Background: an optimization exercise with open tools, aiming at small area and a short achievable clock period. Do not read the settings as production practice. Only simulation tests tie the RTL to the original design; equivalence was not proved. Power is estimated from default activity; no workload was simulated.

==> flow/design.v (excerpt) <==
module ALU2 (
    input  logic clk,
    input  logic reset,
    input  logic [31:0] A, B,
    input  logic [3:0] op,
    output logic [31:0] Y
);
For scale: about 120 flip-flops, roughly 100 I/O pins.
export LEC_CHECK = 0
export ABC_AREA = 1
export CAP_MARGIN = 20
export CORE_MARGIN = 2
export CORE_UTILIZATION = 55
export PLACE_DENSITY = 0.7
export SLEW_MARGIN = 20
export SYNTH_HIERARCHICAL = 1
export SYNTH_MINIMUM_KEEP_SIZE = 0
create_clock -name core_clock -period 75.0 [get_ports {clk}]
run.sh (not shown) runs the stock make flow with config.mk's settings and CLKGATE_MAP_FILE= SYNTH_SCRIPT=/design/flow/synth_recipe.tcl, a recipe that flattens the netlist after the stock synthesis.
Rerun with:
==> flow/flow/run.sh (new file) <==
#!/bin/bash
set -euo pipefail
R=$PWD/orfs/results/sky130hd/ALU2/base
bash standard.sh $R/1_2_yosys.v > synth_flow.log 2>&1
python3 flow/ha2xor.py $R/1_2_yosys.v > ha2xor.log 2>&1
bash standard.sh "BUFFER_PORTS_ARGS=-buffer_cell sky130_fd_sc_hd__buf_1" SETUP_SLACK_MARGIN=33 finish > layout_flow.log 2>&1
==> flow/flow/ha2xor.py (new file) <==
#!/usr/bin/env python3
"""Replace each sky130 half adder whose carry output drives nothing with an
XOR2 cell (same function on the used output, a third less area).
usage: ha2xor.py NETLIST.v   (edited in place)"""
import re, sys
p = sys.argv[1]
t = open(p).read()
inst = re.compile(r'(  sky130_fd_sc_hd__ha_1 (\S+) \(\n\s*\.A\(([^)]*)\),\n\s*\.B\(([^)]*)\),\n\s*\.COUT\(([^)]*)\),\n\s*\.SUM\(([^)]*)\)\n\s*\);)')
# count every use of every net name in pin connections / assigns
uses = {}
for m in re.finditer(r'\.\w+\(([^()]*)\)', t):
    n = m.group(1).strip()
    uses[n] = uses.get(n, 0) + 1
for m in re.finditer(r'assign\s+([^=]+)=([^;]+);', t):
    for n in re.findall(r'[\\\w$.\[\]:]+ ?', m.group(0)):
        n = n.strip()
        uses[n] = uses.get(n, 0) + 1
cnt = 0
def rep(m):
    global cnt
    whole, name, a, b, co, s = m.groups()
    co = co.strip()
    if co == '' or uses.get(co, 0) <= 1:
        cnt += 1
        return f"  sky130_fd_sc_hd__xor2_1 {name} (\n    .A({a}),\n    .B({b}),\n    .X({s})\n  );"
    return whole
t2 = inst.sub(rep, t)
open(p, 'w').write(t2)
print(f"ha2xor: replaced {cnt} half adders")
==> flow/standard.sh (new file) <==
#!/bin/bash
# synth_recipe.tcl (not shown) runs the flow's synth.tcl, then flattens the netlist and writes it again
# the make line also repeats each setting of config.mk as NAME=value (left out here)
make -C /OpenROAD-flow-scripts/flow DESIGN_CONFIG=/design/flow/config.mk WORK_HOME=/design/flow/orfs CLKGATE_MAP_FILE= SYNTH_SCRIPT=/design/flow/synth_recipe.tcl "${@:-finish}"
--- a/flow/config.mk
+++ b/flow/config.mk
@@ -11,2 +11,2 @@
-export CORE_UTILIZATION = 55
-export PLACE_DENSITY = 0.7
+export CORE_UTILIZATION = 65
+export PLACE_DENSITY = 0.75
removed: flow/run.sh
What happened:
- final area is higher by 1.7%
- routed wire length goes up by 2.0%
- global-route usage grows by 7.4 points
- power goes up by 2.4%
- final cell count is about the same
Rerun with:
==> flow/flow/run.sh (replaced) <==
#!/bin/bash
set -euo pipefail
R=$PWD/orfs/results/sky130hd/ALU2/base
bash standard.sh $R/1_2_yosys.v > synth_flow.log 2>&1
python3 flow/ha2xor.py $R/1_2_yosys.v > ha2xor.log 2>&1
bash standard.sh SETUP_SLACK_MARGIN=33 finish > layout_flow.log 2>&1
--- a/flow/config.mk
+++ b/flow/config.mk
@@ -11,2 +11,2 @@
-export CORE_UTILIZATION = 65
-export PLACE_DENSITY = 0.75
+export CORE_UTILIZATION = 55
+export PLACE_DENSITY = 0.7
Effect: The changed run finished with timing, DRC and antenna clean; count of clock-buffer cells in the layout is unchanged; total power came out lower by 0.52%; global-route usage falls by 6.6 points; worst setup slack improved by 0.062 ns; utilization shrinks by 9.7 points.

--- another note on this design; it stands on its own ---

==> flow/design.v (excerpt) <==
module ALU2 (
    input  logic clk,
    input  logic reset,
    input  logic [31:0] A, B,
    input  logic [3:0] op,
    output logic [31:0] Y
);
Size in the first run: about 9000 cells after synthesis, roughly 100 I/O pins.
Settings: LEC_CHECK=0, ABC_AREA=1, CAP_MARGIN=20, CORE_MARGIN=2, CORE_UTILIZATION=65, PLACE_DENSITY=0.75, SLEW_MARGIN=20, SYNTH_HIERARCHICAL=1, SYNTH_MINIMUM_KEEP_SIZE=0; clock period 75.0 ns.
standard.sh (not shown) runs the stock make flow with config.mk's settings and CLKGATE_MAP_FILE= SYNTH_SCRIPT=/design/flow/synth_recipe.tcl, a recipe that flattens the netlist after the stock synthesis.
==> flow/flow/run.sh <==
#!/bin/bash
set -euo pipefail
R=$PWD/orfs/results/sky130hd/ALU2/base
bash standard.sh $R/1_2_yosys.v > synth_flow.log 2>&1
python3 flow/ha2xor.py $R/1_2_yosys.v > ha2xor.log 2>&1
bash standard.sh "BUFFER_PORTS_ARGS=-buffer_cell sky130_fd_sc_hd__buf_1" SETUP_SLACK_MARGIN=41 finish > layout_flow.log 2>&1
==> flow/flow/ha2xor.py <==
#!/usr/bin/env python3
"""Replace each sky130 half adder whose carry output drives nothing with an
XOR2 cell (same function on the used output, a third less area).
usage: ha2xor.py NETLIST.v   (edited in place)"""
import re, sys
p = sys.argv[1]
t = open(p).read()
inst = re.compile(r'(  sky130_fd_sc_hd__ha_1 (\S+) \(\n\s*\.A\(([^)]*)\),\n\s*\.B\(([^)]*)\),\n\s*\.COUT\(([^)]*)\),\n\s*\.SUM\(([^)]*)\)\n\s*\);)')
# count every use of every net name in pin connections / assigns
uses = {}
for m in re.finditer(r'\.\w+\(([^()]*)\)', t):
    n = m.group(1).strip()
    uses[n] = uses.get(n, 0) + 1
for m in re.finditer(r'assign\s+([^=]+)=([^;]+);', t):
    for n in re.findall(r'[\\\w$.\[\]:]+ ?', m.group(0)):
        n = n.strip()
        uses[n] = uses.get(n, 0) + 1
cnt = 0
def rep(m):
    global cnt
    whole, name, a, b, co, s = m.groups()
    co = co.strip()
    if co == '' or uses.get(co, 0) <= 1:
        cnt += 1
        return f"  sky130_fd_sc_hd__xor2_1 {name} (\n    .A({a}),\n    .B({b}),\n    .X({s})\n  );"
    return whole
t2 = inst.sub(rep, t)
open(p, 'w').write(t2)
print(f"ha2xor: replaced {cnt} half adders")
The first run produced a clean layout.
==> next run, changes <==
==> flow/flow/run.sh (replaced) <==
#!/bin/bash
set -euo pipefail
R=$PWD/orfs/results/sky130hd/ALU2/base
bash standard.sh $R/1_2_yosys.v > synth_flow.log 2>&1
python3 flow/ha2xor.py $R/1_2_yosys.v > ha2xor.log 2>&1
bash standard.sh "BUFFER_PORTS_ARGS=-buffer_cell sky130_fd_sc_hd__buf_1" SETUP_SLACK_MARGIN=43 finish > layout_flow.log 2>&1
Settings changed: ABC_AREA 1 to 0.
Outcome: Setup slack is worse by 0.72 ns; non-clock buffer count rose by 254; wire length goes up by 8.8%; clock power barely changes; die area came out lower by 1.5%; total power grows by 6.7%; via count goes up by 1.5%.
==> next run, changes <==
Settings changed: ABC_AREA 0 to 1, CORE_UTILIZATION 65 to 70, PLACE_DENSITY 0.75 to 0.8.
After rerunning: Worst hold slack gets worse by 0.19 ns; utilization went up by 1.5 points; cell count went up by 17%; count of clock-buffer cells in the layout does not change; non-clock buffer count went down by 204; design area went down by 3.7%; clock skew went down by 0.010 ns; area after synthesis went up by 1.5%; worst setup slack gets better by 2.0 ns; total power went up by 1.3%.
==> next run, changes <==
Settings changed: CORE_UTILIZATION 70 to 65, PLACE_DENSITY 0.8 to 0.75.
After rerunning:
- The new run produced a clean layout
- worst setup slack improves by 0.25 ns
- total power falls by 6.0%
- via count is lower by 2.5%
- cell area came out higher by 0.30%
- register-to-register slack gets better by 1.9 ns
- count of clock-buffer cells in the layout decreases by 1
- synthesized area is unchanged
- maximum frequency is higher by 0.80%
- die area came out higher by 7.6%

## port drivers added, routing unchanged
In the flow no input, the clock included, has a driving cell. The finished layouts below were timed again as built, in two steps. Step 1 (the two cells are an assumption about what drives the block):
set clk [get_ports {clk}]
set_driving_cell -lib_cell sky130_fd_sc_hd__clkbuf_16 $clk
set_driving_cell -lib_cell sky130_fd_sc_hd__buf_2 [delete_from_list [all_inputs] $clk]
Step 2 moves the port delays by t, midway between the first and last clock arrival at a register: inputs arrive t later, outputs are due t later. That takes back most of the time a late clock gives input paths. a / b / c = ideal / step 1 / step 2; a / b = the first two.
| run | t, ns | slack for setup (ns) | hold WS [ns] | worst slew at a driven data input, ns |
|---|---|---|---|---|
| the first run of note 1 | 0.582 | 23.371 / 23.371 / 23.371 | 0.927 / 0.927 / 0.927 | 0.14 |
| the second run of note 1 | 0.555 | 34.824 / 34.839 / 34.284 | 0.743 / 0.743 / 0.743 | 0.09 |
| the third run of note 1 | 0.591 | 34.886 / 34.936 / 34.345 | 0.801 / 0.801 / 0.801 | 0.06 |
| the first run of note 2 | 0.601 | 42.197 / 42.194 / 41.593 | 0.919 / 0.919 / 0.919 | 0.19 |
| the second run of note 2 | 0.585 | 41.478 / 41.485 / 40.899 | 1.100 / 1.100 / 1.100 | 0.19 |
| the third run of note 2 | 0.616 | 43.508 / 43.557 / 42.941 | 0.912 / 0.912 / 0.912 | 0.18 |
| the fourth run of note 2 | 0.599 | 43.757 / 43.747 / 43.148 | 0.935 / 0.935 / 0.935 | 0.20 |
After both steps every run listed still meets setup and hold. For the fourth run of note 2, which loses most, drivers alone change the setup slack by -0.010 ns; drivers and shift together by -0.609 ns.
